Background: an optimization exercise with open tools, aiming at small area. Do not read the settings as production practice.
At most, simulation tests tie the RTL to the original design; equivalence was not proved.
Function not checked in run 6: the RTL went through the layout flow alone.
Power figures rest on the tool's default switching activity, not on a simulated workload.

## flow/design.v

```verilog
`default_nettype none
module cpu (
  input clk, rst,
  input [15:0] in_port,
  output wire [15:0] out_port,
  output wire [17:0] imem_addr,
  input  [31:0] imem_data,
  output wire [18:0] dmem_addr,
  output wire dmem_we,
  output wire [15:0] dmem_wdata,
  input  [15:0] dmem_rdata
);
  function [32:0] radd;
    input [31:0] x, y;
    input cin;
    integer k;
    reg c;
    begin
      c = cin;
      for (k = 0; k < 32; k = k + 1) begin
        radd[k] = x[k] ^ y[k] ^ c;
        c = (x[k] & y[k]) | (c & (x[k] ^ y[k]));
      end
      radd[32] = c;
    end
  endfunction
  reg [31:0] pc;
  reg [31:1] sp_out;
  reg [15:0] regfile [0:7];
  reg [7:0] rvalid;
  reg [15:0] out_r;
  reg fz, fn, fc;
  reg halted;
  reg [4:0] bubble;           
  reg [2:0] fstate;
  reg mstate;
  reg [31:0] id_instr;
  reg id_tx, ex_tx, me_tx;
  reg [31:0] ex_instr;
  reg me_call, me_int, me_ret, me_out, me_skipM, me_push, me_pop, me_wr, me_skipW;
  reg [2:0] me_rdst;
  reg [15:0] me_rs, me_s2;
  reg wb_out;
  reg [15:0] wb_wd;
  wire bF = bubble[4], bD = bubble[3], bE = bubble[2], bM = bubble[1], bW = bubble[0];
  wire stallD, stallE, extendM, extendF, flushD, flushE, flushM;
  assign stallE = halted;
  wire dirtyW = bW;
  wire dirtyM = bM | flushM;
  wire dirtyE = bE | stallE | extendM | flushM | flushE;
  wire dirtyF = bF | stallD | stallE | extendM | flushM | flushE | flushD;
  wire keepF  = stallD | stallE | extendM | extendF;
  reg [4:0] nb, nextBubble;
  always @(*) begin
    if (flushM) nb = {4'b1111, bW};
    else if (flushE) nb = {3'b111, bM, bW};
    else if (flushD) nb = {2'b11, bE, bM, bW};
    else nb = bubble;
    if (extendM) nextBubble = {nb[4:1], 1'b1};
    else if (stallE) nextBubble = {nb[4:2], 1'b1, nb[1]};
    else if (stallD) nextBubble = {nb[4:3], 1'b1, nb[2:1]};
    else if (extendF) nextBubble = {nb[4], 1'b1, nb[3:1]};
    else nextBubble = {1'b0, nb[4:1]};
  end
  always @(posedge clk or negedge rst)
    if (!rst) bubble <= 5'b11111;
    else bubble <= nextBubble;
  wire [6:0] id_op = id_instr[31:25];
  wire [2:0] id_rs1 = id_instr[21:19], id_rs2 = id_instr[18:16];
  wire [6:0] ex_op = ex_instr[31:25];
  wire [2:0] ex_rdst = ex_instr[24:22], ex_rs1 = ex_instr[21:19], ex_rs2 = ex_instr[18:16];
  wire [15:0] ex_imm = ex_instr[15:0];
  reg [21:0] code;
  always @(*) begin
    casez (ex_op)
      7'b00000??: code = 22'b0000000000000100010001;  
      7'b00001??: code = 22'b1000000000000100010001;  
      7'b00010??: code = 22'b0000000100000100010001;  
      7'b00011??: code = 22'b0000000001000100010000;  
      7'b00100??: code = 22'b0000000000100100010001;  
      7'b0100101: code = 22'b0000000000000010110000;  
      7'b0100110: code = 22'b0000000000000011010000;  
      7'b0100111: code = 22'b0000000000000011110000;  
      7'b0100000: code = 22'b0000000000000000010000;  
      7'b0101000: code = 22'b0000000000001000010000;  
      7'b0100001: code = 22'b0000000000000000110000;  
      7'b0100010: code = 22'b0000000000000001010000;  
      7'b0100011: code = 22'b0000000000000001110000;  
      7'b0100100: code = 22'b0000000000000010010000;  
      7'b0110???: code = 22'b0000000000000100010000;  
      7'b0111???: code = 22'b0000000000010100010000;  
      7'b1000???: code = 22'b0000000000000100001011;  
      7'b1001???: code = 22'b0000000000000100000100;  
      7'b1010???: code = 22'b0000000010001000000000;  
      7'b1011???: code = 22'b0000000000001000000011;  
      7'b11000??: code = 22'b0000101000000100010001;  
      7'b11001??: code = 22'b0000110000000100010001;  
      7'b11010??: code = 22'b0000111000000100010001;  
      7'b11011??: code = 22'b0000100000000100010001;  
      7'b11100??: code = 22'b0100000000000100001011;  
      7'b11101??: code = 22'b0001000000000100000101;  
      7'b11110??: code = 22'b0010000000010100001011;  
      7'b11111??: code = 22'b0001000000000100000101;  
      default: code = 22'b0000000000000100010001;
    endcase
  end
  wire ex_hlt, ex_call, ex_int, ex_ret, ex_setC, ex_load, ex_in, ex_out, ex_imm1, ex_imm2;
  wire ex_skipE, ex_skipM, ex_push, ex_pop, ex_wr, ex_skipW;
  wire [2:0] ex_branch, ex_func;
  assign {ex_hlt, ex_call, ex_int, ex_ret, ex_branch, ex_setC, ex_load, ex_in, ex_out,
          ex_imm1, ex_imm2, ex_skipE, ex_func, ex_skipM, ex_push, ex_pop, ex_wr, ex_skipW} = code;
  wire ex_valid = !dirtyE;
  reg [15:0] rf1, rf2;
  integer j;
  always @(*) begin
    rf1 = 16'd0;
    rf2 = 16'd0;
    for (j = 0; j < 8; j = j + 1) begin
      rf1 = rf1 | (regfile[j] & {16{rvalid[j] && ex_rs1 == j}});
      rf2 = rf2 | (regfile[j] & {16{rvalid[j] && ex_rs2 == j}});
    end
  end
  wire me_fv = !(bM || me_skipW);
  reg [15:0] s1, s2;
  always @(*) begin
    if (ex_in || ex_imm1 || ex_call) s1 = ex_imm;
    else if (me_fv && ex_rs1 == me_rdst) s1 = me_rs;
    else s1 = rf1;
    if (me_fv && ex_rs2 == me_rdst) s2 = me_rs;
    else s2 = rf2;
  end
  wire [15:0] a = s1;
  wire [15:0] b = ex_imm2 ? ex_imm : s2;
  wire do_sub = (ex_func == 3'b001);
  wire do_inc = (ex_func == 3'b010);
  wire [15:0] addb = (do_inc || ex_skipE) ? 16'd0 : (do_sub ? ~b : b);
  wire [16:0] sum = {1'b0, a} + {1'b0, addb} + {16'd0, do_sub | do_inc};
  reg [15:0] r;
  reg co;
  always @(*) begin
    case (ex_func)
      3'b000, 3'b010: {co, r} = sum;
      3'b001: {co, r} = {!sum[16], sum[15:0]};
      3'b011: {co, r} = {a[15], a[14:0], 1'b0};
      3'b100: {co, r} = {a[0], 1'b0, a[15:1]};
      3'b101: {co, r} = {1'b0, a & addb};    
      3'b110: {co, r} = {1'b0, a | addb};
      default: {co, r} = {1'b0, ~a};
    endcase
  end
  wire zo = (r == 16'd0);
  wire no = r[15];
  always @(posedge clk or negedge rst)
    if (!rst) halted <= 1'b0;
    else if (ex_valid) halted <= ex_hlt;
  always @(posedge clk or negedge rst)
    if (!rst) {fz, fn, fc} <= 3'b000;
    else if (ex_valid) {fz, fn, fc} <= {!ex_skipE & zo, !ex_skipE & no, ex_setC | (!ex_skipE & co)};
  reg jump;
  always @(*) begin
    jump = 1'b0;
    if (ex_valid)
      case (ex_branch)
        3'b100: jump = 1'b1;
        3'b101: jump = fz;
        3'b110: jump = fn;
        3'b111: jump = fc;
        default: jump = 1'b0;
      endcase
  end
  assign flushD = jump;
  wire mcont = me_call || me_int || me_ret;
  wire jumpF = !bE && !halted && (bM || !mcont) && (
                 (ex_branch == 3'b100) || (ex_branch == 3'b101 && fz) ||
                 (ex_branch == 3'b110 && fn) || (ex_branch == 3'b111 && fc));
  reg stallD_r;
  always @(*) begin
    stallD_r = 1'b0;
    if (ex_valid && ex_load) begin
      if (id_rs1 == ex_rdst && id_rs2 == ex_rdst) begin
        casez (id_op)
          7'b0100101, 7'b0100110, 7'b0100000, 7'b0100001, 7'b1011???: stallD_r = 1'b1;
          default: ;
        endcase
      end else if (id_rs1 == ex_rdst) begin
        casez (id_op)
          7'b00100??, 7'b0100111, 7'b0100010, 7'b0100011, 7'b0100100,
          7'b0110???, 7'b0101000, 7'b1010???: stallD_r = 1'b1;
          default: ;
        endcase
      end else if (id_rs2 == ex_rdst) begin
        casez (id_op)
          7'b1000???: stallD_r = 1'b1;
          default: ;
        endcase
      end
    end
  end
  assign stallD = stallD_r;
  wire me_validm = !(bM || me_skipM);
  wire me_stk = me_push || me_pop;
  wire sp_en = !(dirtyM || me_skipM) && me_stk;
  reg [31:1] sp_ud;
  reg spc;
  integer q;
  always @(*) begin
    spc = sp_en;
    for (q = 1; q < 32; q = q + 1) begin
      sp_ud[q] = sp_out[q] ^ spc;
      spc = spc & (sp_out[q] ^ me_push);
    end
  end
  wire [31:1] spv = me_pop ? sp_ud : sp_out;
  wire badPop = (sp_out == 31'h7FFFFFFE) || (me_ret && sp_out == 31'h7FFFFFFD);
  wire badAddr = (me_rs[15:8] == 8'hFF);
  wire memExpt1 = me_validm && me_pop && badPop;
  wire memExpt2 = me_validm && !me_stk && badAddr;
  assign flushM = memExpt1 || memExpt2;
  always @(posedge clk or negedge rst)
    if (!rst) sp_out <= 31'h7FFFFFFF;
    else sp_out <= sp_ud;
  wire mvalid = !dirtyM;
  assign extendM = mvalid && !mstate && mcont;
  wire offset = mvalid && mstate;
  always @(posedge clk or negedge rst)
    if (!rst) mstate <= 1'b0;
    else if (flushM) mstate <= 1'b0;
    else if (mvalid) mstate <= mcont && !mstate;
  wire memJump = (me_call || me_ret) && offset;
  wire memInt = me_int && offset;
  assign flushE = memJump || memInt || halted;
  wire callJ = !bM && mstate && me_call;
  wire extM = !bM && !mstate && mcont;
  wire [16:0] isel = ({17{jumpF}} & {ex_tx, ex_imm}) | ({17{callJ}} & {me_tx, me_rs}) |
                     ({17{extM}} & 17'h1FFFE);
  wire pcin = !(jumpF || callJ || extM);
  wire [29:0] pcA = pc[31:2] + {{13{isel[16]}}, isel} + {29'd0, pcin};
  wire [15:0] me_wd = (me_skipM || me_int) ? me_rs : dmem_rdata;
  wire rf_we = !dirtyM && !me_skipW;
  wire [15:0] pcm8_lo = {pcA[13:0], pc[1:0]};
  assign dmem_we = !dirtyM && !me_skipM && me_wr;
  assign dmem_addr = me_stk ? spv[19:1] : me_rs[15:1];
  assign dmem_wdata = ((me_call || me_int) && !offset) ? pcm8_lo : me_s2;
  reg fetch;
  reg [1:0] fetchSrc;
  reg [2:0] nfstate;
  wire fvalid = !dirtyF;
  wire throwF = flushM | flushE | flushD;
  always @(*) begin
    fetch = 1'b0;
    fetchSrc = 2'b00;
    if (fvalid)
      case (fstate)
        3'b010: begin fetch = 1'b1; fetchSrc = 2'b00; end
        3'b100: begin fetch = 1'b1; fetchSrc = 2'b01; end
        3'b101: begin fetch = 1'b1; fetchSrc = 2'b10; end
        3'b011: begin fetch = 1'b1; fetchSrc = 2'b11; end
        default: ;
      endcase
    if (memExpt1) nfstate = 3'b100;
    else if (memExpt2) nfstate = 3'b101;
    else if (memInt) nfstate = 3'b011;
    else if (fstate == 3'b000) nfstate = 3'b010;
    else if (throwF) nfstate = 3'b001;
    else if (fvalid) nfstate = 3'b001;
    else nfstate = fstate;
  end
  assign extendF = fetch;
  always @(posedge clk or negedge rst)
    if (!rst) fstate <= 3'b000;
    else fstate <= nfstate;
  wire [32:0] iaddr_w = radd({16'd0, wb_wd}, 32'd3, 1'b0);
  wire [17:0] iaddr_int = iaddr_w[17:0];
  reg [17:0] iaddr;
  always @(*) begin
    if (fetch)
      case (fetchSrc)
        2'b00: iaddr = 18'd0;
        2'b01: iaddr = 18'd1;
        2'b10: iaddr = 18'd2;
        default: iaddr = iaddr_int;
      endcase
    else if (fstate == 3'b000) iaddr = 18'd0;
    else iaddr = pc[19:2];
  end
  assign imem_addr = iaddr;
  always @(posedge clk)
    if (!keepF || fetch)
      pc <= fetch ? imem_data : ((memJump && me_ret) ? {wb_wd, dmem_rdata} : {pcA, pc[1:0]});
  wire f_is_in = (imem_data[31:27] == 5'b00011);
  wire f_is_br = (imem_data[31:29] == 3'b110);    
  wire f_is_call = (imem_data[31:27] == 5'b11100);
  wire [16:0] f_t = {imem_data[15], imem_data[15:0]} + (f_is_call ? 17'h1FFFD : 17'h1FFFE);
  always @(posedge clk)
    if (!stallD) begin
      id_instr <= {imem_data[31:16], f_is_in ? in_port :
                                     ((f_is_br || f_is_call) ? f_t[15:0] : imem_data[15:0])};
      id_tx <= f_t[16];
    end
  always @(posedge clk) begin
    ex_instr <= id_instr;
    ex_tx <= id_tx;
  end
  always @(posedge clk) begin
    if (!extendM) begin
      {me_call, me_int, me_ret, me_out, me_skipM, me_push, me_pop, me_wr, me_skipW} <=
        {ex_call, ex_int, ex_ret, ex_out, ex_skipM, ex_push, ex_pop, ex_wr, ex_skipW};
      me_rs <= r;
      me_tx <= ex_tx;
    end
    me_rdst <= ex_rdst;
    me_s2 <= extendM ? pcA[29:14] : s2;
  end
  always @(posedge clk) begin
    wb_out <= me_out;
    wb_wd <= me_wd;
  end
  always @(posedge clk)
    if (rf_we)
      regfile[me_rdst] <= me_wd;
  always @(posedge clk or negedge rst)
    if (!rst) rvalid <= 8'd0;
    else if (rf_we)
      rvalid[me_rdst] <= 1'b1;
  always @(posedge clk or negedge rst)
    if (!rst) out_r <= 16'd0;
    else if (wb_out && !dirtyW) out_r <= wb_wd;
  assign out_port = out_r;
endmodule
`default_nettype wire
```

## flow/config.mk

```make
export PLATFORM = sky130hd
export DESIGN_NAME = cpu
export DESIGN_NICKNAME = cpu
export VERILOG_FILES = /design/flow/design.v
export SDC_FILE = /design/flow/constraint.sdc
export NUM_CORES = 4
export LEC_CHECK = 0
export CAP_MARGIN = 20
export CORE_MARGIN = 2
export CORE_UTILIZATION = 40
export CTS_BUF_LIST = sky130_fd_sc_hd__clkbuf_4
export SLEW_MARGIN = 20
```

## flow/constraint.sdc

```tcl
create_clock -name core_clock -period 10.0 [get_ports {clk}]
set_input_delay 2.0000 -clock core_clock [delete_from_list [all_inputs] [get_ports {clk}]]
set_output_delay 2.0000 -clock core_clock [all_outputs]
set_load 0.01 [all_outputs]
```

## flow/flow/run.sh

```bash
#!/bin/bash
# The standard layout (standard.sh: standard synthesis, floorplan,
# placement, CTS, routing), with one change: the port buffers that
# buffer_ports inserts use the smallest buffer cell (buf_1) instead of the
# resizer's default pick (clkdlybuf4s50_1). Every port still gets its buffer;
# repair_design resizes any that need more drive.
export BUFFER_PORTS_ARGS="-buffer_cell sky130_fd_sc_hd__buf_1"
bash standard.sh > standard.log 2>&1
```

## flow/standard.sh

```bash
#!/bin/bash
# synth_recipe.tcl (not shown) runs the flow's synth.tcl, then flattens the netlist and writes it again
# the make line also repeats each setting of config.mk as NAME=value (left out here)
make -C /OpenROAD-flow-scripts/flow DESIGN_CONFIG=/design/flow/config.mk WORK_HOME=/design/flow/orfs CLKGATE_MAP_FILE= SYNTH_SCRIPT=/design/flow/synth_recipe.tcl "${@:-finish}"
```

==> results of run 1 <==
==> routing by layer <==
metal	part of all wire [%]	vias up
met5	0	-
met4	4.1	0
met3	11	178
met2	44	1116
met1	41	8924
li1	-	8047
==> state kept, by name, indices dropped and copies added (netlist names), 3 cells and up <==
register / count
me_s2: 16
ex_instr: 32
rvalid: 8
wb_wd: 16
me_rs: 16
out_r: 16
sp_out: 31
id_instr: 32
bubble: 5
pc: 32
regfile: 128
me_rdst: 3
fstate: 3
==> logic make-up (layout without fill, tap and decap cells) <==
kind of cell               Yosys count  in the layout  synth area share, %
and+or+nand+nor                    630            630                 15.2
AOI/OAI and AO/OA                  589            589                 19.6
DFF                                356            356                 47.2
buffers and inverters              184            418                 3.58
xor gates and xnor gates           115            115                 4.90
adders and majority gates           86             86                 5.41
muxes                               77             77                 4.04
other                                0              1                    0
==> area by class of cell <==
cell class	instances	share of cell area (%)
Tap cell	680	3.68
Multi-Input combinational cell	1497	44.2
Clock buffer	138	4.48
Sequential cell	356	42.0
Timing Repair Buffer	184	3.79
Antenna cell	1	0.0108
Clock inverter	33	0.791
Inverter	63	1.02
==> per-stage QoR <==
step | cells | setup slack [ps] | hold WS [ps] | utilization, %
detailed placement | 2780 | 3410 | 328 | 42.9
CTS | 2951 | 2470 | 324 | 45.3
global route | 2952 | 1870 | 334 | 45.3
finish | 2952 | 2350 | 316 | 45.3
floorplan | 2037 | 3950 | 323 | -
global placement | 2779 | 3520 | 324 | 42.9
==> power by group through the flow <==
stage          registers, mW  logic, mW  clock network, mW
6_report                2.30       2.01               1.32
3_3_place_gp            2.30       1.96                  0
4_1_cts                 2.28       1.98               1.34
3_5_place_dp            2.31       1.97                  0
5_1_grt                 2.31       2.16               1.42
2_1_floorplan           2.13       1.25                  0
==> placed cells by master (no fill, tap or decap), types with 28 or more instances in the layout <==
master / count
edfxtp_1: 219
nand2_1: 208
o21ai_0: 154
nor2_1: 139
clkbuf_4: 139
buf_1: 134
a22oi_1: 87
ha_1: 80
xnor2_1: 74
a21oi_1: 72
dfxtp_1: 69
nand3_1: 64
inv_1: 60
mux2_2: 48
buf_4: 48
xor2_1: 41
nand4_1: 38
a31oi_1: 38
dfstp_2: 36
a22o_1: 33
dfrtp_1: 32
nor3_1: 31
a221oi_1: 29
mux2i_1: 29
a21o_1: 28
==> worst paths after layout <==
kind / from / end / slack, ps / cells past startpoint
setup / recovery: me_ret / dmem_wdata[15] / 2350 / 12
hold / removal: id_instr[5] / ex_instr[5] / 320 / 0
setup reg to reg: ex_instr[26] / fz / 4000 / 20
hold reg to reg: id_instr[5] / ex_instr[5] / 320 / 0
max in group asynchronous: rst / rvalid[4] / 7900 / 2
min in group asynchronous: rst / out_r[3] / 1430 / 2
==> flow_summary.yaml, run 1 <==
floorplan:
  core-area_um2: 51000
  fp.dieH_um: 231
  dieArea_um2: 53200
  die_w_um: 231
  row_count: 83
  ios: 136
  initial_core_util_pct: 40.3
synthesis:
  synth_ff_type: "edfxtp_1"
  synth_area_um2: 20500
  yosysUniqueCellTypes: 89
  syn-num-nets: 2188
  yosysTopAreaCellShare_pct: 32.0
  synth-seq-cells: 356
  yosysTopAreaCell: "edfxtp_1"
  synth.avg_cell_area_um2: 10.1
  synth.most_common_cell: "edfxtp_1"
  seq_area_frac_synth_pct: 47.2
  synth_common_cells: "edfxtp_1 (219), nand2_1 (208), o21ai_0 (155)"
  synthArstFlopShare_pct: 19.1
  ys_warn_count: 1
  syn_inst: 2037
  synthTopCellsByArea: "edfxtp_1 (32%), dfxtp_1 (6.7%), ha_1 (4.9%)"
  synth-edff-count: 219
place:
  portBuffers: 135
  hpwl_um: 56200
  dpl_cell_area_um2: 21900
  gp_congestion: 0.978
setup_path:
  cpPeakStageDelay_ps: 930
  end_kind: "output pin"
  arrival_ps: 5650
  cp_slowest_cell: "nor4_4"
  critPathLaunchType: "register"
  path_cells: "nor3_1 > nor2_1 > nor4_4 > nor3_1 > fa_1 > a211oi_1 > o21ai_0 > a311oi_1 > o21ai_0 > xor2_1 > mux2_2 > buf_1"
  critPathTopFamily: "simple AND/OR/NAND/NOR gates"
  path_max_fanout: 19
  worstPathRequired_ps: 8000
  path_buf_inv: 1
  worstSetupPathType: "register to output pin"
clocking:
  clock_path_buffers: 3
  htree_num_levels: 3
  cts_tree: "done"
  clock_latency_ps: 880
  cts_setup_buffers: 0
  cts_buffers: 96
  hold_buffers: 0
  cts.sinks: 356
  clk_pin_slew_ps: 90
  postCtsResizedCells: 0
  cts-root-buf: "clkbuf_4"
sta:
  setup_viol: 0
  hold_viol_final: 0
  skew_ps: 85.9
  slew_headroom_pct: 17.7
  tns_ps: 0
  tightest_slew_ps: 1220
  layout_min_cycle_time_ps: 7650
  final_max_slew_viol_count: 0
  post-route-period-util_pct: 76.5
  rsz0062_at_grt: "no"
  fmax_mhz: 131
grt:
  grt_overflow: 0
  grt_pass1_vias: 17247
  grt_use_met2_pct: 44.5
  grt_use_total_pct: 29.1
  met3_usage_pct: 7.36
  grt_max_degree: 69
  grt_pass1_wl_um: 114000
  busiest_layer: "met2"
  antenna_found_initial: 3
  met1_usage_pct: 39.2
drt:
  viasPerCell: 6.19
  detail-route-antenna-nets: 0
  drtIter0Drc: 2215
  firstDrtPassIters: 6
  drc_errors: 0
  wl_per_cell_um: 26.6
  wl_um: 78500
  vias: 18265
flow_run:
  cap_violations: 0
power:
  powerDensity_nw_per_um2: 243
  swShare_pct: 40.5
  p_sw_mw: 2.28
  power.share.sequential_pct: 40.8
  p_int_mw: 3.35
  p_clk_share_pct: 23.4
  leakage_nw: 8.82
  power_mw: 5.62
  combPwrFrac_pct: 35.8
  vdd.ir_drop.worst_uv: 180
final_layout:
  syn2layout_area_growth_pct: 12.5
  nets: 2349
  fillCellCount: 4909
  fin_area_um2: 23100
  multi_input_area_um2: 10200
  drive_above_1_share_pct: 14.9
  regArea_um2: 9700
status:
  status: "timing/DRC/antenna clean"
hold_path:
  hold_path.class: "register to register"
==> run 2: changes to the inputs <==
==> flow/flow/run.sh (replaced) <==
#!/bin/bash
# The standard layout (standard.sh: standard synthesis, floorplan,
# placement, CTS, routing), with two changes:
#  - the port buffers that buffer_ports inserts use the smallest buffer cell
#    (buf_1) instead of the resizer's default pick (clkdlybuf4s50_1); every
#    port still gets its buffer, and repair_design resizes any that need it;
#  - clock tree: clkbuf_8 buffers, sink clusters of up to 16 flip-flops within
#    80 um, no dummy loads.
export BUFFER_PORTS_ARGS="-buffer_cell sky130_fd_sc_hd__buf_1"
export CTS_ARGS="-sink_clustering_enable -repair_clock_nets -dont_use_dummy_load -buf_list sky130_fd_sc_hd__clkbuf_8 -sink_clustering_size 16 -sink_clustering_max_diameter 80"
bash standard.sh > standard.log 2>&1
--- a/flow/config.mk
+++ b/flow/config.mk
@@ -7,2 +7,3 @@
 export LEC_CHECK = 0
+export ABC_AREA = 1
 export CAP_MARGIN = 20
==> run 2 against run 1 <==
Against the previous run:
- still clean on timing, DRC and antenna
- fmax increased by 2.6%
- cell count rose by 6.7%
- clock power decreased by 45%
- clock-buffer cell count fell by 110
- global-route usage down 1.7 points
- synthesized cell count increased by 15%
- critical path type unchanged
- largest cell class is now registers
==> flow_summary.yaml, run 2 <==
setup_path:
  path_cells: "nand2_1 > nor3_1 > nand3_1 > nand2_1 > nor2_1 > inv_2 > nand2_1 > a21oi_4 > buf_4 > nand2_1 > nor2_2 > nand2_1 > nand2_1 > buf_1"
  cpPeakStageDelay_ps: 820
  arrival_ps: 5450
  cpMostUsedCell: "nand2_1"
  critPathLaunchType: "register"
  r2r-start: "ex_instr[30]"
  end_kind: "output pin"
  cp_slowest_cell: "inv_2"
  worstSetupPathType: "register to output pin"
  critPathLaunch: "me_pop"
  path_max_fanout: 41
  worstPathRequired_ps: 8000
clocking:
  cts_setup_buffers: 0
  clk_pin_slew_ps: 120
  cts_buffers: 28
  clock_latency_ps: 660
  htree_num_levels: 1
  hold_buffers: 0
  clock_path_buffers: 3
  cts_tree: "done"
  cts.sinks: 356
  postCtsResizedCells: 0
  cts-root-buf: "clkbuf_8"
synthesis:
  synth-seq-cells: 356
  yosysTopAreaCell: "edfxtp_1"
  syn_inst: 2351
  ys_warn_count: 1
  syn-num-nets: 2502
  seq_area_frac_synth_pct: 47.4
  synthTopCellsByArea: "edfxtp_1 (32%), nand2_1 (8.1%), dfxtp_1 (6.8%)"
  synth_area_um2: 20500
  synth_ff_type: "edfxtp_1"
  synth.most_common_cell: "nand2_1"
  synthArstFlopShare_pct: 19.1
  synth-edff-count: 219
  yosysUniqueCellTypes: 64
  synth_common_cells: "nand2_1 (444), inv_1 (303), nor2_1 (234)"
  synth.avg_cell_area_um2: 8.70
  yosysTopAreaCellShare_pct: 32.1
hold_path:
  hold_path.startpoint: "me_out"
  hold_path.class: "register to register"
drt:
  viasPerCell: 5.82
  wl_um: 74300
  wl_per_cell_um: 23.6
  drc_errors: 0
  firstDrtPassIters: 6
  drtIter0Drc: 2154
  detail-route-antenna-nets: 0
  vias: 18336
power:
  leakage_nw: 9.38
  vdd.ir_drop.worst_uv: 143
  powerDensity_nw_per_um2: 236
floorplan:
  row_count: 82
  dieArea_um2: 53000
  core-area_um2: 50300
  initial_core_util_pct: 40.7
  die_w_um: 230
  ios: 136
  fp.dieH_um: 230
place:
  portBuffers: 135
  dp_slack_ps: 2960
  hpwl_um: 56000
  gp_congestion: 1.08
final_layout:
  drive_above_1_share_pct: 8.00
  syn2layout_area_growth_pct: 8.74
  regMostFlops: "regfile"
  largest_reg_flops: 128
  nets: 2629
  layout_common_cells: "nand2_1 (444), inv_1 (303), nor2_1 (230)"
  final_common_cell: "nand2_1"
grt:
  grt_use_total_pct: 27.4
  grt_overflow: 0
  grt_pass1_vias: 17342
  grt_max_degree: 69
  antenna_found_initial: 4
  grt_pass1_wl_um: 109000
sta:
  rsz0062_at_grt: "no"
  layout_min_cycle_time_ps: 7450
  skew_ps: 60.9
  setup_viol: 0
  final_max_slew_viol_count: 0
  setup_slack_ps: 2550
  tightest_slew_ps: 1030
  post-route-period-util_pct: 74.5
  hold_viol_final: 0
  fmax_mhz: 134
  slew_headroom_pct: 30.9
  tns_ps: 0
flow_run:
  cap_violations: 0
status:
  status: "timing/DRC/antenna clean"
[run 2: cell types whose count changed after synthesis, sizes merged, moves of 29 or more]
cell	delta
inv	+262
nand2	+240
nor2	+107
a22oi	-87
o22ai	+72
o221ai	+36
xnor2	-35
a21oi	+33
a22o	-33
mux2	-33
nand3	+31
clkbuf	-29
[run 2: power breakdown]
group          internal [mW]  leakage (nW)  switching (mW)
Sequential              1.96          3.49           0.246
Clock                  0.250         0.201           0.480
Combinational          0.688          5.69            1.63
[run 2: logic make-up after synthesis]
group	after synthesis	synth area share, %
adders and majority gates	85	5.38
buffers and inverters	403	7.58
DFF	356	47.4
AOI/OAI and AO/OA	511	15.7
muxes	27	1.41
and+or+nand+nor	869	18.2
xor gates and xnor gates	100	4.28
[run 2: layer usage]
layer / vias to the layer above / wire length, um / track usage, %
li1: 8319 / - / -
met1: 8758 / 29800 / 36.3
met2: 1056 / 33300 / 43.0
met3: 201 / 7050 / 5.11
met4: 2 / 4110 / 13.4
met5: - / 8 / 0
[run 2: final timing paths]
| kind | cells past startpoint | slack, ps | end |
|---|---|---|---|
| worst max-delay path | 14 | 2550 | imem_addr[2] |
| worst min-delay path | 0 | 350 | wb_out |
| worst max register to register | 37 | 3260 | fc |
| worst min register to register | 0 | 350 | wb_out |
| max in group asynchronous | 1 | 7770 | fc |
| min in group asynchronous | 1 | 1480 | out_r[1] |
[run 2: final cells by class]
class                   count  area [um^2]
well taps                 672          841
repair buffers            171          805
clock buffers              28          385
diodes                      1         2.50
flip-flops and latches    356         9700
multi-input cells        1592         9270
fillers                  4947        28000
inverters                 329         1240
[run 2: worst max-delay path: cells and delay by family (launching register included)]
family,cells,cell delay (ps)
simple gates,10,2370
buf+inv,3,1430
flops,1,800
compound gates,1,200
[run 2: metrics by stage]
step                      hold WS (ps)  utilization, %  cells  total power, mW  cell area, um^2
final                              347            44.2   3149             5.26            22200
after global routing               353            44.2   3149             5.51            22200
after CTS                          350            44.1   3146             5.20            22200
after detailed placement           327            43.4   3118             4.48            21800
after global placement             326            43.4   3118             4.46            21800
after floorplan                    323               -   2351             3.52            20500
==> run 3: changes to the inputs <==
==> flow/flow/run.sh (replaced) <==
#!/bin/bash
# The standard layout (standard.sh: standard synthesis, floorplan,
# placement, CTS, routing), with two changes:
#  - the port buffers that buffer_ports inserts use the smallest buffer cell
#    (buf_1) instead of the resizer's default pick (clkdlybuf4s50_1); every
#    port still gets its buffer, and repair_design resizes any that need it;
#  - clock tree: clkbuf_16 buffers, sink clusters of up to 24 flip-flops within
#    100 um, no dummy loads.
export BUFFER_PORTS_ARGS="-buffer_cell sky130_fd_sc_hd__buf_1"
export CTS_ARGS="-sink_clustering_enable -repair_clock_nets -dont_use_dummy_load -buf_list sky130_fd_sc_hd__clkbuf_16 -sink_clustering_size 24 -sink_clustering_max_diameter 100"
bash standard.sh > standard.log 2>&1
==> run 3 against run 2 <==
Against the previous run:
- combinational power is essentially flat
- sequential share of layout area shrank 0.15 points
- register-to-register slack gained 40 ps
- routed wire length shrank 0.49%
- critical endpoint unchanged
- largest cell class unchanged
==> flow_summary.yaml, run 3 <==
sta:
  final_max_slew_viol_count: 0
  rsz0062_at_grt: "no"
  hold_viol_final: 0
  holdWs_ps: 348
  setup_slack_ps: 2660
  fmax_mhz: 136
  slew_headroom_pct: 24.2
  skew_ps: 67.5
  tns_ps: 0
  setup_viol: 0
  layout_min_cycle_time_ps: 7340
  post-route-period-util_pct: 73.4
  tightest_slew_ps: 1130
synthesis:
  yosysUniqueCellTypes: 64
  yosysTopAreaCell: "edfxtp_1"
  syn_inst: 2351
  seq_area_frac_synth_pct: 47.4
  synthTopCellsByArea: "edfxtp_1 (32%), nand2_1 (8.1%), dfxtp_1 (6.8%)"
  synthArstFlopShare_pct: 19.1
  synth_common_cells: "nand2_1 (444), inv_1 (303), nor2_1 (234)"
  ys_warn_count: 1
  synth-edff-count: 219
  yosysTopAreaCellShare_pct: 32.1
  synth_area_um2: 20500
  synth.avg_cell_area_um2: 8.70
  synth.most_common_cell: "nand2_1"
  syn-num-nets: 2502
  synth_ff_type: "edfxtp_1"
  synth-seq-cells: 356
grt:
  grt_use_total_pct: 27.3
  grt_max_degree: 69
  grt_pass1_vias: 17211
  grt_pass1_wl_um: 109000
  grt_overflow: 0
  antenna_found_initial: 2
final_layout:
  final_util_pct: 44.4
  drive_above_1_share_pct: 7.66
  regMostFlops: "regfile"
  layout_common_cells: "nand2_1 (444), inv_1 (303), nor2_1 (230)"
  diodes: 0
  largest_reg_flops: 128
  fin_area_um2: 22300
  final_common_cell: "nand2_1"
  syn2layout_area_growth_pct: 9.11
  final_cells: 3139
  nets: 2620
setup_path:
  worstSetupPathType: "register to output pin"
  critPathTopFamily: "simple AND/OR/NAND/NOR gates"
  cpPeakStageDelay_ps: 840
  path_buf_inv: 3
  worstPathRequired_ps: 8000
  arrival_ps: 5340
  path_cells: "nor2_1 > a21oi_1 > nand2_1 > nor2_1 > inv_2 > nand2_1 > a21oi_4 > buf_4 > nand2_1 > nor2_2 > nand2_1 > nand2_1 > buf_1"
  path_max_fanout: 41
  cpMostUsedCell: "nand2_1"
  critPathLaunchType: "register"
  cp_slowest_cell: "inv_2"
  end_kind: "output pin"
floorplan:
  core-area_um2: 50300
  initial_core_util_pct: 40.7
  dieArea_um2: 53000
  ios: 136
  fp.dieH_um: 230
  row_count: 82
  die_w_um: 230
place:
  dp_slack_ps: 2960
  dp_cells: 3118
  portBuffers: 135
  dpl_cell_area_um2: 21800
  hpwl_um: 56000
  gp_congestion: 1.08
clocking:
  htree_num_levels: 1
  postCtsResizedCells: 0
  clk_pin_slew_ps: 90
  cts_tree: "done"
  clock_latency_ps: 570
  hold_buffers: 0
  cts.sinks: 356
  clock_path_buffers: 3
  cts_setup_buffers: 0
  cts-root-buf: "clkbuf_16"
  cts_buffers: 19
power:
  p_sw_mw: 2.34
  combPwrFrac_pct: 43.4
  power_mw: 5.33
  swShare_pct: 43.9
  vdd.ir_drop.worst_uv: 145
  power.share.sequential_pct: 41.4
  powerDensity_nw_per_um2: 239
  leakage_nw: 9.41
  p_clk_share_pct: 15.2
  p_int_mw: 2.99
drt:
  firstDrtPassIters: 6
  drc_errors: 0
  drtIter0Drc: 2177
  wl_um: 73900
  vias: 18170
  detail-route-antenna-nets: 0
  viasPerCell: 5.79
  wl_per_cell_um: 23.6
hold_path:
  hold_path.class: "register to register"
status:
  status: "timing/DRC/antenna clean"
flow_run:
  cap_violations: 0
-- run 3: cell types whose count changed in the layout (fill, tap and decap cells not counted), sizes merged --
cell,change
clkbuf,-9
diode,-1
-- run 3: layer usage --
| metal | global-route usage (%) | routed length [um] | vias up |
|---|---|---|---|
| met4 | 13.6 | 4120 | 2 |
| met5 | 0 | 8 | - |
| met3 | 4.91 | 7250 | 189 |
| li1 | - | - | 8321 |
| met1 | 36.3 | 29500 | 8660 |
| met2 | 42.9 | 33100 | 998 |
-- run 3: final timing paths --
kind                         startpoint           end  slack [ps]  cells past startpoint
max in group asynchronous           rst            fc        7700                      1
min in group asynchronous           rst      out_r[4]        1590                      1
setup reg to reg           ex_instr[30]            fz        3300                     39
hold / removal             id_instr[14]  ex_instr[14]         350                      0
setup / recovery                 me_int  imem_addr[2]        2660                     13
hold reg to reg            id_instr[14]  ex_instr[14]         350                      0
-- run 3: worst register-to-register path, delay by kind of cell, from the launching register on --
| family | cells | cell delay (ps) |
|---|---|---|
| fa+ha+maj | 2 | 920 |
| simple gates | 27 | 3830 |
| compound gates | 7 | 1160 |
| flops | 1 | 480 |
| buf+inv | 3 | 290 |
-- run 3: final cells by class --
class                      count  area, um^2
multi-input combinational   1592        9270
timing repair buffer         171         792
sequential                   356        9700
inverter                     329        1240
tap                          672         841
clock buffer                  19         475
fill                        4949       28000
-- run 3: power groups by stage --
stage / Combinational, mW / Sequential (mW) / Clock (mW)
after global routing: 2.50 / 2.23 / 0.869
final: 2.31 / 2.21 / 0.811
after CTS: 2.26 / 2.20 / 0.824
after floorplan: 1.40 / 2.12 / 0
after global placement: 2.23 / 2.23 / 0
after detailed placement: 2.25 / 2.23 / 0
-- run 3: logic make-up after synthesis --
logic type / share of synthesized area (%)
buffers and inverters: 7.58
and+or+nand+nor: 18.2
DFF: 47.4
adders and majority gates: 5.38
xor gates and xnor gates: 4.28
AOI/OAI and AO/OA: 15.7
muxes: 1.41
==> run 4: changes to the inputs <==
--- a/flow/design.v
+++ b/flow/design.v
@@ -37,3 +37,3 @@
   reg [31:0] id_instr;
-  reg id_tx, ex_tx, me_tx;
+  reg id_tx, ex_tx, me_tx, wb_tx;
   reg [31:0] ex_instr;
@@ -135,3 +135,3 @@
   wire do_inc = (ex_func == 3'b010);
-  wire [15:0] addb = (do_inc || ex_skipE) ? 16'd0 : (do_sub ? ~b : b);
+  wire [15:0] addb = (do_inc || ex_skipE) ? {14'd0, ex_int, ex_int} : (do_sub ? ~b : b);
   wire [16:0] sum = {1'b0, a} + {1'b0, addb} + {16'd0, do_sub | do_inc};
@@ -236,3 +236,19 @@
   wire pcin = !(jumpF || callJ || extM);
-  wire [29:0] pcA = pc[31:2] + {{13{isel[16]}}, isel} + {29'd0, pcin};
+  wire [9:0] lo9 = {1'b0, pc[10:2]} + {1'b0, isel[8:0]} + {9'd0, pcin};
+  wire [8:0] up0 = {1'b0, pc[18:11]} + {1'b0, isel[16:9]};
+  wire [8:0] up1 = {1'b0, pc[18:11]} + {1'b0, isel[16:9]} + 9'd1;
+  wire [8:0] up = lo9[9] ? up1 : up0;
+  wire [17:0] pcLo = {up, lo9[8:0]};
+  wire hi_en = pcLo[17] ^ isel[16];
+  reg [12:0] pcHi;
+  reg hc;
+  integer h;
+  always @(*) begin
+    hc = hi_en;
+    for (h = 0; h < 13; h = h + 1) begin
+      pcHi[h] = pc[19 + h] ^ hc;
+      hc = hc & (pc[19 + h] ^ isel[16]);
+    end
+  end
+  wire [29:0] pcA = {pcHi, pcLo[16:0]};
   wire [15:0] me_wd = (me_skipM || me_int) ? me_rs : dmem_rdata;
@@ -271,4 +287,3 @@
     else fstate <= nfstate;
-  wire [32:0] iaddr_w = radd({16'd0, wb_wd}, 32'd3, 1'b0);
-  wire [17:0] iaddr_int = iaddr_w[17:0];
+  wire [17:0] iaddr_int = {1'b0, wb_tx, wb_wd};    
   reg [17:0] iaddr;
@@ -308,3 +323,3 @@
       me_rs <= r;
-      me_tx <= ex_tx;
+      me_tx <= ex_int ? sum[16] : ex_tx;
     end
@@ -316,2 +331,3 @@
     wb_wd <= me_wd;
+    wb_tx <= me_tx;
   end
--- a/flow/config.mk
+++ b/flow/config.mk
@@ -8,3 +8,3 @@
 export ABC_AREA = 1
-export CAP_MARGIN = 20
+export CAP_MARGIN = 10
 export CORE_MARGIN = 2
@@ -12,2 +12,2 @@
 export CTS_BUF_LIST = sky130_fd_sc_hd__clkbuf_4
-export SLEW_MARGIN = 20
+export SLEW_MARGIN = 10
==> run 4 against run 3 <==
Against the previous run:
- first-iteration DRC count is 5.3% higher
- hold slack worse by 24 ps
- flip-flop and latch count is 1 higher
- critical path type unchanged
==> flow_summary.yaml, run 4 <==
status:
  status: "timing/DRC/antenna clean"
setup_path:
  worstSetupPathType: "register to output pin"
  reg2reg_to: "fz"
  critPathLaunchType: "register"
  arrival_ps: 6860
  worstPathRequired_ps: 8000
  ff2ff_setup_slack_ps: 3040
  r2r-start: "ex_instr[30]"
  end_kind: "output pin"
  path_max_fanout: 73
  r2r.worst_path.cells: 34
clocking:
  htree_num_levels: 1
  cts_buffers: 18
  postCtsResizedCells: 0
  cts_setup_buffers: 0
  cts_tree: "done"
  cts-root-buf: "clkbuf_16"
  cts.sinks: 357
  clock_path_buffers: 3
  clk_pin_slew_ps: 110
  clock_latency_ps: 550
  hold_buffers: 0
final_layout:
  fillCellCount: 4941
  largest_reg_flops: 128
  drive_above_1_share_pct: 6.67
  regMostFlops: "regfile"
  nets: 2616
  final_common_cell: "nand2_1"
  layout_common_cells: "nand2_1 (433), inv_1 (345), nor2_1 (246)"
  syn2layout_area_growth_pct: 8.57
place:
  gp_congestion: 0.997
  hpwl_um: 54800
  dp_slack_ps: 1840
  portBuffers: 135
synthesis:
  yosysTopAreaCell: "edfxtp_1"
  synth_area_um2: 20300
  synthArstFlopShare_pct: 19.0
  synth.most_common_cell: "nand2_1"
  synth.avg_cell_area_um2: 8.54
  syn-num-nets: 2509
  seq_area_frac_synth_pct: 47.8
  yosysUniqueCellTypes: 69
  syn_inst: 2382
  synth_ff_type: "edfxtp_1"
  synth-seq-cells: 357
  ys_warn_count: 1
  synthTopCellsByArea: "edfxtp_1 (32%), nand2_1 (8.0%), dfxtp_1 (6.9%)"
  synth_common_cells: "nand2_1 (433), inv_1 (345), nor2_1 (247)"
  yosysTopAreaCellShare_pct: 32.3
  synth-edff-count: 219
floorplan:
  core-area_um2: 50200
  die_w_um: 230
  fp.dieH_um: 230
  initial_core_util_pct: 40.5
  ios: 136
  row_count: 82
  dieArea_um2: 52700
grt:
  grt_use_total_pct: 27.0
  grt_pass1_vias: 17056
  antenna_found_initial: 4
  grt_pass1_wl_um: 107000
  grt_max_degree: 74
  grt_overflow: 0
power:
  vdd.ir_drop.worst_uv: 124
  p_clk_share_pct: 15.5
  leakage_nw: 9.21
  combPwrFrac_pct: 41.9
  p_int_mw: 2.91
  power.share.sequential_pct: 42.5
  swShare_pct: 43.4
  p_sw_mw: 2.23
  powerDensity_nw_per_um2: 233
drt:
  wl_per_cell_um: 23.0
  drtIter0Drc: 2293
  wl_um: 72800
  firstDrtPassIters: 6
  drc_errors: 0
  vias: 18119
  viasPerCell: 5.73
  detail-route-antenna-nets: 0
hold_path:
  hold_depth: 0
  hold_path.class: "register to register"
  hold_path.startpoint: "id_instr[14]"
  worstHoldEndpoint: "ex_instr[14]"
sta:
  layout_min_cycle_time_ps: 8860
  slew_headroom_pct: 15.3
  final_max_slew_viol_count: 0
  fmax_mhz: 113
  tightest_slew_ps: 1260
  skew_ps: 21.9
  rsz0062_at_grt: "no"
  hold_viol_final: 0
  setup_slack_ps: 1140
  tns_ps: 0
  setup_viol: 0
  post-route-period-util_pct: 88.6
flow_run:
  cap_violations: 0
## run 4: cell count changes after synthesis, moves of 9 or more
cell      previous run  this run
o31ai_1              4        17
nand2_1            444       433
o221ai_1            40        31
a21oi_1            106        78
o21ai_1             37        21
o21ai_0            111       137
mux2_2              15         2
nand3_1             93       113
inv_1              303       345
nor2_1             234       247
ha_1                80        55
a211oi_1            19        10
o22ai_1             78        88
## run 4: cell families (layout without fill, tap and decap cells)
family / count (synthesis) / after routing / share of synthesized area (%)
AND/OR/NAND/NOR: 906 / 906 / 19.5
XOR/XNOR: 98 / 98 / 4.22
adder cells (fa/ha/maj): 61 / 61 / 3.97
multiplexers: 12 / 12 / 0.603
flip-flops: 357 / 357 / 47.8
buffers and inverters: 450 / 555 / 8.50
AO/OA/AOI/OAI: 498 / 498 / 15.4
other: 0 / 2 / 0
## run 4: layout make-up
type | instances | area [um^2] | share of cell area (%)
Multi-Input combinational cell | 1575 | 8900 | 40.3
Antenna cell | 2 | 5.00 | 0.0227
Clock buffer | 18 | 450 | 2.04
Tap cell | 672 | 841 | 3.81
Timing Repair Buffer | 172 | 788 | 3.57
Sequential cell | 357 | 9720 | 44.0
Inverter | 365 | 1380 | 6.23
## run 4: worst max path at each step
stage,slack [ps],from,end
floorplan,4030,bubble[1],imem_addr[10]
global placement,2000,me_push,imem_addr[6]
detailed placement,1840,me_push,imem_addr[13]
CTS,1250,me_push,imem_addr[13]
global route,660,me_push,imem_addr[7]
finish,1140,me_push,imem_addr[13]
## run 4: per-layer routing
metal / wire (um) / track usage [%]
met1: 30000 / 37.0
met2: 31700 / 41.8
met3: 7770 / 5.42
met4: 3280 / 10.9
met5: 23 / 0
## run 4: power by group through the flow
stage	Sequential, mW	Combinational (mW)	Clock (mW)
6_report	2.19	2.15	0.797
5_1_grt	2.20	2.32	0.852
4_1_cts	2.18	2.11	0.803
3_5_place_dp	2.21	2.09	0
3_3_place_gp	2.20	2.08	0
2_1_floorplan	2.12	1.34	0
## run 4: worst max-delay path, stage by stage, from the launching register on
cell       delay, ps
edfxtp_1         340
buf_4            400
inv_2            260
nand2_4          270
nor3_2            70
nand3_2          170
nand2_1          130
nor2_1           170
inv_2             50
nor2_2           110
inv_2             70
nor2_4           520
inv_4            330
o2111ai_2        180
nor2_1           110
nand3_2          120
inv_2             80
nand2_1           60
buf_4            400
nand3_2          170
inv_2            620
nand3_4          790
o31ai_1          530
buf_1            190
## run 4: metrics by stage
stage	hold WS, ps	instance area (um^2)	power [mW]	util [%]	instances
2_1_floorplan	323	20300	3.45	-	2382
3_3_place_gp	326	21600	4.28	43.1	3141
3_5_place_dp	328	21600	4.30	43.1	3141
4_1_cts	343	22100	5.09	44.0	3159
5_1_grt	347	22100	5.38	44.0	3159
6_report	325	22100	5.14	44.0	3161
==> run 5: changes to the inputs <==
==> flow/flow/run.sh (replaced) <==
#!/bin/bash
# The standard layout (standard.sh: standard synthesis, floorplan,
# placement, CTS, routing), with two changes:
#  - the port buffers that buffer_ports inserts use the smallest buffer cell
#    (buf_1) instead of the resizer's default pick (clkdlybuf4s50_1); every
#    port still gets its buffer, and repair_design resizes any that need it;
#  - clock tree: clkbuf_8 buffers, sink clusters of up to 12 flip-flops within
#    60 um, no dummy loads.
export BUFFER_PORTS_ARGS="-buffer_cell sky130_fd_sc_hd__buf_1"
export CTS_ARGS="-sink_clustering_enable -repair_clock_nets -dont_use_dummy_load -buf_list sky130_fd_sc_hd__clkbuf_8 -sink_clustering_size 12 -sink_clustering_max_diameter 60"
bash standard.sh > standard.log 2>&1
--- a/flow/config.mk
+++ b/flow/config.mk
@@ -8,3 +8,3 @@
 export ABC_AREA = 1
-export CAP_MARGIN = 10
+export CAP_MARGIN = 20
 export CORE_MARGIN = 2
@@ -12,2 +12,2 @@
 export CTS_BUF_LIST = sky130_fd_sc_hd__clkbuf_4
-export SLEW_MARGIN = 10
+export SLEW_MARGIN = 20
==> run 5 against run 4 <==
Against the previous run:
- still clean on timing, DRC and antenna
- sequential power is essentially flat
- sequential share of layout area shrank 0.16 points
- critical path depth is the same
- routed wire length grew 0.83%
- highest routed layer unchanged
==> flow_summary.yaml, run 5 <==
sta:
  tns_ps: 0
  fmax_mhz: 112
  slew_headroom_pct: 15.5
  tightest_slew_ps: 1250
  setup_viol: 0
  post-route-period-util_pct: 89.1
  rsz0062_at_grt: "no"
  hold_viol_final: 0
  final_max_slew_viol_count: 0
  skew_ps: 71.4
  layout_min_cycle_time_ps: 8910
drt:
  drtIter0Drc: 2350
  drc_errors: 0
  viasPerCell: 5.73
  firstDrtPassIters: 9
  vias: 18242
  detail-route-antenna-nets: 0
  wl_per_cell_um: 23.0
  wl_um: 73400
final_layout:
  final_common_cell: "nand2_1"
  largest_reg_flops: 128
  layout_common_cells: "nand2_1 (433), inv_1 (345), nor2_1 (245)"
  nets: 2636
  drive_above_1_share_pct: 7.54
  syn2layout_area_growth_pct: 8.97
  regMostFlops: "regfile"
  final_util_pct: 44.2
grt:
  busiest_layer: "met2"
  grt_pass1_vias: 17132
  met3_usage_pct: 6.05
  grt_max_degree: 74
  grt_use_total_pct: 27.3
  met1_usage_pct: 37.2
  antenna_found_initial: 5
  grt_overflow: 0
  grt_pass1_wl_um: 108000
  grt_use_met2_pct: 42.1
synthesis:
  yosysTopAreaCellShare_pct: 32.3
  yosysUniqueCellTypes: 69
  synth.most_common_cell: "nand2_1"
  syn-num-nets: 2509
  yosysTopAreaCell: "edfxtp_1"
  synthArstFlopShare_pct: 19.0
  syn_inst: 2382
  synth_ff_type: "edfxtp_1"
  synth-edff-count: 219
  ys_warn_count: 1
  synthTopCellsByArea: "edfxtp_1 (32%), nand2_1 (8.0%), dfxtp_1 (6.9%)"
  synth_common_cells: "nand2_1 (433), inv_1 (345), nor2_1 (247)"
  synth.avg_cell_area_um2: 8.54
  synth-seq-cells: 357
  synth_area_um2: 20300
  seq_area_frac_synth_pct: 47.8
flow_run:
  cap_violations: 0
floorplan:
  dieArea_um2: 52700
  core-area_um2: 50200
  fp.dieH_um: 230
  ios: 136
  initial_core_util_pct: 40.5
  row_count: 82
  die_w_um: 230
clocking:
  cts.sinks: 357
  clock_path_buffers: 3
  cts_buffers: 37
  postCtsResizedCells: 0
  cts_setup_buffers: 0
  hold_buffers: 0
  clock_latency_ps: 640
  cts-root-buf: "clkbuf_8"
  htree_num_levels: 2
  cts_tree: "done"
  clk_pin_slew_ps: 80
power:
  vdd.ir_drop.worst_uv: 132
  powerDensity_nw_per_um2: 234
  leakage_nw: 9.26
place:
  portBuffers: 135
  hpwl_um: 54800
  gp_congestion: 0.997
setup_path:
  worstSetupPathType: "register to output pin"
  end_kind: "output pin"
  arrival_ps: 6910
  critPathLaunchType: "register"
  path_max_fanout: 73
  worstPathRequired_ps: 8000
hold_path:
  hold_path.class: "register to register"
status:
  status: "timing/DRC/antenna clean"
-- run 5: cell types whose count changed in the layout (fill, tap and decap cells not counted), sizes merged --
| cell | before | now |
|---|---|---|
| buf | 171 | 173 |
| clkbuf | 19 | 37 |
| diode | 2 | 4 |
-- run 5: kinds of logic after synthesis --
logic type | count (synthesis) | synth area share (%)
AOI/OAI and AO/OA | 498 | 15.4
xor gates and xnor gates | 98 | 4.22
buffers and inverters | 450 | 8.50
muxes | 12 | 0.603
adders and majority gates | 61 | 3.97
DFF | 357 | 47.8
and+or+nand+nor | 906 | 19.5
-- run 5: metal layers --
layer  vias up  part of all wire [%]  routed length, um
li1       8342                     -                  -
met3       169                    10               7650
met2      1006                    44              32100
met1      8723                    41              30400
met4         2                   4.3               3160
met5         -                 0.018                 13
-- run 5: worst max-delay path, cell delays in order, from the launching register on --
cell	delay (ps)
edfxtp_1	320
buf_4	410
inv_2	260
nand2_4	270
nor3_2	70
nand3_2	170
nand2_1	140
nor2_1	170
inv_2	50
nor2_2	110
inv_2	70
nor2_4	530
inv_4	330
o2111ai_2	180
nor2_1	110
nand3_2	120
inv_2	80
nand2_1	60
buf_4	400
nand3_2	160
inv_2	630
nand3_4	780
o31ai_1	530
buf_1	190
-- run 5: layout make-up --
type	instances	area, um^2
Sequential cell	357	9720
Multi-Input combinational cell	1575	8910
Tap cell	672	841
Clock buffer	37	509
Antenna cell	4	10.0
Inverter	365	1380
Timing Repair Buffer	173	796
Fill cell	4933	28000
-- run 5: final timing paths --
kind,depth (start not counted),slack [ps],to,startpoint
max,23,1090,imem_addr[13],me_push
min,0,330,ex_instr[14],id_instr[14]
max reg2reg,28,3470,fz,ex_instr[18]
min reg2reg,0,330,ex_instr[14],id_instr[14]
max in group asynchronous,1,7790,rvalid[6],rst
min in group asynchronous,1,1550,out_r[7],rst
-- run 5: per-stage QoR --
step                setup slack, ps  power, mW  hold slack [ps]  cells  instance area [um^2]
floorplan                      4030       3.45              323   2382                 20300
global placement               2000       4.28              326   3141                 21600
detailed placement             1840       4.30              328   3141                 21600
CTS                            1180       5.13              344   3178                 22100
global route                    569       5.43              347   3179                 22200
finish                         1090       5.18              334   3183                 22200
-- run 5: power by group --
part	internal [mW]	leakage [nW]	switching, mW	total, mW
sequential	1.96	3.50	0.221	2.18
clock	0.331	0.266	0.504	0.835
combinational	0.621	5.50	1.54	2.16
==> run 6: changes to the inputs <==
--- a/flow/design.v
+++ b/flow/design.v
@@ -50,3 +50,2 @@
   wire dirtyE = bE | stallE | extendM | flushM | flushE;
-  wire dirtyF = bF | stallD | stallE | extendM | flushM | flushE | flushD;
   wire keepF  = stallD | stallE | extendM | extendF;
@@ -262,4 +261,3 @@
   reg [2:0] nfstate;
-  wire fvalid = !dirtyF;
-  wire throwF = flushM | flushE | flushD;
+  wire fvalid = !bF;
   always @(*) begin
@@ -279,3 +277,2 @@
     else if (fstate == 3'b000) nfstate = 3'b010;
-    else if (throwF) nfstate = 3'b001;
     else if (fvalid) nfstate = 3'b001;
==> flow/flow/run.sh (replaced) <==
#!/bin/bash
# The standard layout (standard.sh), with three changes:
#  - synthesis: the standard flow's own synthesis script (synth_recipe.tcl, i.e. ORFS
#    synthesis without fsm/share, flattened, function nets renamed), except
#    that ABC maps the combinational logic with flow/abc.script (area-oriented
#    &nf mapping) instead of ORFS's abc script. Flip-flops are mapped before
#    ABC runs, so the registers are exactly the standard synthesis's.
#  - the port buffers that buffer_ports inserts use the smallest buffer cell
#    (buf_1) instead of the resizer's default pick (clkdlybuf4s50_1); every
#    port still gets its buffer, and repair_design resizes any that need it;
#  - clock tree: clkbuf_16 buffers, sink clusters of up to 24 flip-flops
#    within 100 um, no dummy loads.
# Each tool's output goes to a log file in this folder (and ORFS's logs).
set -euo pipefail
W=$(pwd)
export BUFFER_PORTS_ARGS="-buffer_cell sky130_fd_sc_hd__buf_1"
export CTS_ARGS="-sink_clustering_enable -repair_clock_nets -dont_use_dummy_load -buf_list sky130_fd_sc_hd__clkbuf_16 -sink_clustering_size 24 -sink_clustering_max_diameter 100"
export FLOW_ABC_SCRIPT="$W/flow/abc.script"
# ORFS synth.tcl with only the abc call's script replaced
sed 's|^  log_cmd abc {\*}\$abc_args$|  log_cmd abc -script $::env(FLOW_ABC_SCRIPT) {*}[lrange $abc_args 2 end]|' \
  "$FLOW_HOME/scripts/synth.tcl" > "$W/flow_synth_orfs.tcl"
grep -q 'FLOW_ABC_SCRIPT' "$W/flow_synth_orfs.tcl"
sed "s|source \$::env(SCRIPTS_DIR)/synth.tcl|source $W/flow_synth_orfs.tcl|" \
  "$W/synth_recipe.tcl" > "$W/flow_synth.tcl"
grep -q 'flow_synth_orfs.tcl' "$W/flow_synth.tcl"
bash standard.sh SYNTH_SCRIPT="$W/flow_synth.tcl" synth > synth.log 2>&1
bash standard.sh > standard.log 2>&1
==> flow/flow/abc.script (new file) <==
strash
dch -f
&get -n
&st
&dch
&nf -R 1000
&put
topo
==> run 6 against run 5 <==
Against the previous run:
- clock power fell by 3.8%
- clock skew fell by 12 ps
- clock-buffer cell count fell by 18
- synthesized area fell by 8.5%
- largest cell class unchanged
- critical path type unchanged
- still clean
- first-iteration DRC count barely moved
- sequential power rose by 3%
- synthesized cell count fell by 26%
- flip-flop and latch count did not move
- die area fell by 8.3%
==> flow_summary.yaml, run 6 <==
hold_path:
  hold_path.class: "register to register"
  hold_path.startpoint: "id_instr[8]"
grt:
  grt_use_total_pct: 27.1
  grt_overflow: 0
  grt_max_degree: 69
  grt_pass1_wl_um: 96700
  antenna_found_initial: 1
  grt_pass1_vias: 14845
floorplan:
  dieArea_um2: 48300
  row_count: 79
  die_w_um: 220
  ios: 136
  fp.dieH_um: 220
  core-area_um2: 46300
  initial_core_util_pct: 40.2
final_layout:
  diodes: 0
  regMostFlops: "regfile"
  largest_reg_flops: 128
  fillCellCount: 4360
  drive_above_1_share_pct: 6.67
  final_util_pct: 45.3
  syn2layout_area_growth_pct: 12.4
  nets: 2092
  final_common_cell: "nand2_1"
  layout_common_cells: "nand2_1 (222), edfxtp_1 (219), o21ai_0 (149)"
synthesis:
  yosysUniqueCellTypes: 58
  synth-edff-count: 219
  yosysTopAreaCellShare_pct: 35.3
  synth_ff_type: "edfxtp_1"
  synthTopCellsByArea: "edfxtp_1 (35%), dfxtp_1 (7.5%), dfstp_2 (5.1%)"
  yosysTopAreaCell: "edfxtp_1"
  synth_common_cells: "nand2_1 (223), edfxtp_1 (219), o21ai_0 (151)"
  synthArstFlopShare_pct: 19.0
  ys_warn_count: 1
  seq_area_frac_synth_pct: 52.2
  syn-num-nets: 1888
  synth-seq-cells: 357
  synth_area_um2: 18600
  synth.most_common_cell: "nand2_1"
  synth.avg_cell_area_um2: 10.6
  syn_inst: 1761
sta:
  skew_ps: 59.5
  rsz0062_at_grt: "no"
  post-route-period-util_pct: 85.6
  layout_min_cycle_time_ps: 8560
  slew_headroom_pct: 16.2
  setup_viol: 0
  final_max_slew_viol_count: 0
  tns_ps: 0
  fmax_mhz: 117
  hold_viol_final: 0
  tightest_slew_ps: 1250
  holdWs_ps: 333
power:
  powerDensity_nw_per_um2: 229
  vdd.ir_drop.worst_uv: 107
  power_mw: 4.79
  leakage_nw: 7.57
clocking:
  clock_latency_ps: 560
  hold_buffers: 0
  clock_path_buffers: 3
  htree_num_levels: 1
  clk_pin_slew_ps: 100
  postCtsResizedCells: 0
  cts_setup_buffers: 0
  cts_tree: "done"
  cts-root-buf: "clkbuf_16"
  cts.sinks: 357
  cts_buffers: 19
setup_path:
  path_max_fanout: 28
  worstPathRequired_ps: 8000
  r2r-start: "ex_instr[27]"
  critPathLaunch: "me_pop"
  arrival_ps: 6560
  end_kind: "output pin"
  critPathLaunchType: "register"
  worstSetupPathType: "register to output pin"
drt:
  firstDrtPassIters: 12
  route.met3.wl_um: 6600
  detail-route-antenna-nets: 0
  wl_met1_um: 27500
  drc_errors: 0
  top_layer: "met4"
  wl_per_cell_um: 25.9
  vias: 15857
  viasPerCell: 6.17
  drtIter0Drc: 2349
  wl_um: 66600
  wl_met2_um: 29300
place:
  gp_congestion: 0.942
  portBuffers: 135
  hpwl_um: 45900
flow_run:
  cap_violations: 0
status:
  status: "timing/DRC/antenna clean"
[run 6: per-layer routing]
layer | up-vias | GRT usage [%]
li1 | 7097 | -
met1 | 7658 | 38.5
met2 | 984 | 41.7
met3 | 118 | 3.16
met4 | 0 | 11.9
met5 | - | 0
[run 6: final cells by class]
cell class | count | area [um^2] | area share [%]
Clock buffer | 19 | 475 | 2.27
Inverter | 73 | 274 | 1.31
Multi-Input combinational cell | 1331 | 8790 | 42.0
Sequential cell | 357 | 9720 | 46.5
Tap cell | 607 | 759 | 3.63
Timing Repair Buffer | 183 | 913 | 4.36
[run 6: where the power goes]
part           leakage (nW)  internal (mW)  switching [mW]
combinational          3.84          0.581            1.16
clock                 0.234          0.341           0.461
sequential             3.49           1.96           0.287
total                  7.57           2.88            1.91
[run 6: cells by family (layout without fill, tap and decap cells)]
kind of cell,count (synthesis),after routing,share of synthesized area [%]
simple gates,598,598,14.9
compound gates,476,476,17.1
flops,357,357,52.2
xor+xnor,131,131,6.16
buf+inv,73,275,1.47
mux,65,65,3.75
fa+ha+maj,61,61,4.34
[run 6: final timing paths]
check / end / slack [ps] / cells past startpoint
max in group asynchronous: fc / 7780 / 2
worst max register to register: pc[31] / 2020 / 36
min in group asynchronous: rvalid[7] / 1600 / 2
worst min register to register: ex_instr[8] / 330 / 0
worst min-delay path: ex_instr[8] / 330 / 0
worst max-delay path: dmem_addr[18] / 1440 / 27
[run 6: stage by stage]
step                area, um^2  setup WS, ps  std cells
detailed placement       20400          1710       2547
CTS                      20900          1110       2566
global route             20900           701       2570
global placement         20400          1810       2547
finish                   20900          1440       2570
floorplan                18600          2070       1761
[run 6: worst max-delay path, cell delays in order (launching register included)]
cell       delay [ps]
edfxtp_1          610
buf_16            260
nand2_1            60
a2111oi_0          50
nand4_1           100
or4_1             140
nand2_1           180
clkinv_1          130
o211ai_1          130
a21oi_1           150
o21ai_0           140
nor2_1            200
nand2_1           100
nor3_1            440
nand4_1           220
nor3_1            310
nor3b_1           310
and2_0            290
nand4_1           170
or3_1             440
nor3_1            300
and3b_1           240
nand3_1           110
or3b_1            420
xnor2_1           190
nand2_1            70
o21ai_0            90
buf_1             170
==> run 7: changes to the inputs <==
--- a/flow/design.v
+++ b/flow/design.v
@@ -50,2 +50,3 @@
   wire dirtyE = bE | stallE | extendM | flushM | flushE;
+  wire dirtyF = bF | stallD | stallE | extendM | flushM | flushE | flushD;
   wire keepF  = stallD | stallE | extendM | extendF;
@@ -261,3 +262,4 @@
   reg [2:0] nfstate;
-  wire fvalid = !bF;
+  wire fvalid = !dirtyF;
+  wire throwF = flushM | flushE | flushD;
   always @(*) begin
@@ -277,2 +279,3 @@
     else if (fstate == 3'b000) nfstate = 3'b010;
+    else if (throwF) nfstate = 3'b001;
     else if (fvalid) nfstate = 3'b001;
==> flow/flow/abc.script (replaced) <==
strash
&get -n
&st
&dch
&nf -R 1000
&put
topo
==> run 7 against run 6 <==
Against the previous run:
- non-clock buffer count shrank 6
- routed wire length shrank 1.2%
- design area shrank 0.73%
- critical endpoint unchanged
- synthesized cell count shrank 0.57%
- worst setup slack gained 170 ps
==> flow_summary.yaml, run 7 <==
final_layout:
  multi_input_area_um2: 8750
  layout_common_cells: "nand2_1 (236), edfxtp_1 (219), o21ai_0 (160)"
  fillCellCount: 4254
  regArea_um2: 9720
  diodes: 0
  regMostFlops: "regfile"
  syn2layout_area_growth_pct: 11.9
  final_common_cell: "nand2_1"
  drive_above_1_share_pct: 6.47
  nets: 2076
  largest_reg_flops: 128
  fin_area_um2: 20800
hold_path:
  hold_path.class: "register to register"
clocking:
  clock_latency_ps: 570
  cts_setup_buffers: 0
  postCtsResizedCells: 0
  cts-root-buf: "clkbuf_16"
  htree_num_levels: 1
  clock_path_buffers: 3
  cts_buffers: 19
  hold_buffers: 0
  cts.sinks: 357
  clk_pin_slew_ps: 110
  cts_tree: "done"
synthesis:
  synthArstFlopShare_pct: 19.0
  synth.avg_cell_area_um2: 10.6
  yosysTopAreaCell: "edfxtp_1"
  synth-edff-count: 219
  ys_warn_count: 1
  synth_common_cells: "nand2_1 (236), edfxtp_1 (219), o21ai_0 (160)"
  synth.most_common_cell: "nand2_1"
  synthTopCellsByArea: "edfxtp_1 (35%), dfxtp_1 (7.5%), dfstp_2 (5.1%)"
  syn_inst: 1751
  syn-num-nets: 1878
  yosysUniqueCellTypes: 57
  seq_area_frac_synth_pct: 52.4
  synth-seq-cells: 357
  synth_area_um2: 18600
  yosysTopAreaCellShare_pct: 35.4
  synth_ff_type: "edfxtp_1"
setup_path:
  cpMostUsedCell: "nor2_1"
  cp_slowest_cell: "dfstp_2"
  cpPeakStageDelay_ps: 580
  worstPathRequired_ps: 8000
  worstSetupPathType: "register to output pin"
  arrival_ps: 6390
  end_kind: "output pin"
  critPathLaunchType: "register"
  critPathTopFamily: "simple AND/OR/NAND/NOR gates"
  path_buf_inv: 1
  path_max_fanout: 6
sta:
  tns_ps: 0
  rsz0062_at_grt: "no"
  setup_viol: 0
  tightest_slew_ps: 1160
  fmax_mhz: 119
  slew_headroom_pct: 23.0
  hold_viol_final: 0
  layout_min_cycle_time_ps: 8390
  skew_ps: 73.3
  final_max_slew_viol_count: 0
  post-route-period-util_pct: 83.9
power:
  power.share.sequential_pct: 45.3
  powerDensity_nw_per_um2: 241
  leakage_nw: 7.54
  swShare_pct: 40.5
  p_int_mw: 2.97
  vdd.ir_drop.worst_uv: 136
  p_clk_share_pct: 16.3
  p_sw_mw: 2.03
  combPwrFrac_pct: 38.4
grt:
  grt_pass1_vias: 14875
  antenna_found_initial: 0
  busiest_layer: "met2"
  grt_pass1_wl_um: 96200
  grt_overflow: 0
  grt_max_degree: 69
  grt_use_met2_pct: 41.2
  met1_usage_pct: 38.1
  met3_usage_pct: 3.13
  grt_use_total_pct: 26.9
drt:
  drc_errors: 0
  wl_um: 65700
  viasPerCell: 6.12
  drtIter0Drc: 2353
  detail-route-antenna-nets: 0
  firstDrtPassIters: 6
  wl_per_cell_um: 25.8
  vias: 15595
floorplan:
  fp.dieH_um: 219
  row_count: 78
  ios: 136
  die_w_um: 219
  core-area_um2: 45600
  dieArea_um2: 48200
  initial_core_util_pct: 40.7
place:
  dpl_cell_area_um2: 20300
  portBuffers: 135
  hpwl_um: 46200
  gp_congestion: 0.942
status:
  status: "timing/DRC/antenna clean"
flow_run:
  cap_violations: 0
==> run 7: routing by layer <==
layer / share of wire, % / up-vias
li1: - / 7017
met1: 43 / 7586
met2: 44 / 850
met3: 8.6 / 142
met4: 5.1 / 0
met5: 0 / -
==> run 7: path summary, 6_finish.rpt <==
check                        startpoint       endpoint  slack, ps  depth (start not counted)
max in group asynchronous           rst       out_r[0]       7860                          2
max                           sp_out[2]  dmem_addr[18]       1610                         26
min in group asynchronous           rst      rvalid[4]       1590                          2
max reg2reg                ex_instr[27]         pc[31]       2310                         32
min                        id_instr[10]   ex_instr[10]        310                          0
min reg2reg                id_instr[10]   ex_instr[10]        310                          0
==> run 7: power groups by stage <==
stage,clock [mW],sequential (mW),combinational (mW)
after floorplan,0,2.18,1.18
after global routing,0.863,2.29,2.09
final,0.812,2.27,1.92
after global placement,0,2.28,1.86
after detailed placement,0,2.29,1.88
after CTS,0.824,2.26,1.90
==> run 7: area by class of cell <==
cell class	instances	area share, %
timing repair buffer	177	4.03
clock buffer	19	2.29
sequential	357	46.8
multi-input combinational	1331	42.1
inverter	63	1.14
tap	600	3.61
==> run 7: cells by family after synthesis <==
group	Yosys count	synth area share, %
XOR/XNOR	149	7.03
AO/OA/AOI/OAI	465	16.7
AND/OR/NAND/NOR	600	15.0
adder cells (fa/ha/maj)	61	4.35
multiplexers	56	3.26
buffers and inverters	63	1.27
flip-flops	357	52.4
==> run 7: metrics by stage <==
step / util [%] / hold WS (ps) / power, mW / worst slack [ps] / std cells
3_5_place_dp: 44.5 / 327 / 4.17 / 1560 / 2527
6_report: 45.6 / 306 / 5.00 / 1610 / 2547
2_1_floorplan: - / 323 / 3.36 / 454 / 1751
3_3_place_gp: 44.5 / 325 / 4.14 / 1820 / 2527
4_1_cts: 45.5 / 320 / 4.98 / 954 / 2546
5_1_grt: 45.6 / 324 / 5.24 / 889 / 2547

re-timing with driven ports:
Ports are ideal in the flow. The routed layouts listed here were re-timed in OpenROAD. Step 1 (the two cells are an assumption about what drives the block):
set clk [get_ports {clk}]
set_driving_cell -lib_cell sky130_fd_sc_hd__clkbuf_16 $clk
set_driving_cell -lib_cell sky130_fd_sc_hd__buf_2 [delete_from_list [all_inputs] $clk]
Step 2, shift: input delay + t, output delay - t, t = (earliest + latest rising clock arrival at the registers) / 2. This alone moves slack from input paths to output paths. Three values: ideal ports, drivers, drivers and shift; two values: the first two.
run | t, ns | setup WS [ns] | worst setup path after step 2
run 1 | 0.892 | 2.354 / 2.300 / 3.192 | register to output
run 2 | 0.681 | 2.545 / 2.489 / 3.171 | register to output
run 3 | 0.597 | 2.658 / 2.599 / 3.197 | register to output
run 4 | 0.594 | 1.139 / 1.082 / 1.676 | register to output
run 5 | 0.658 | 1.094 / 1.040 / 1.698 | register to output
run 6 | 0.584 | 1.440 / 1.385 / 1.969 | register to output
run 7 | 0.587 | 1.613 / 1.563 / 2.149 | register to output
After both steps every run listed still meets setup and hold.
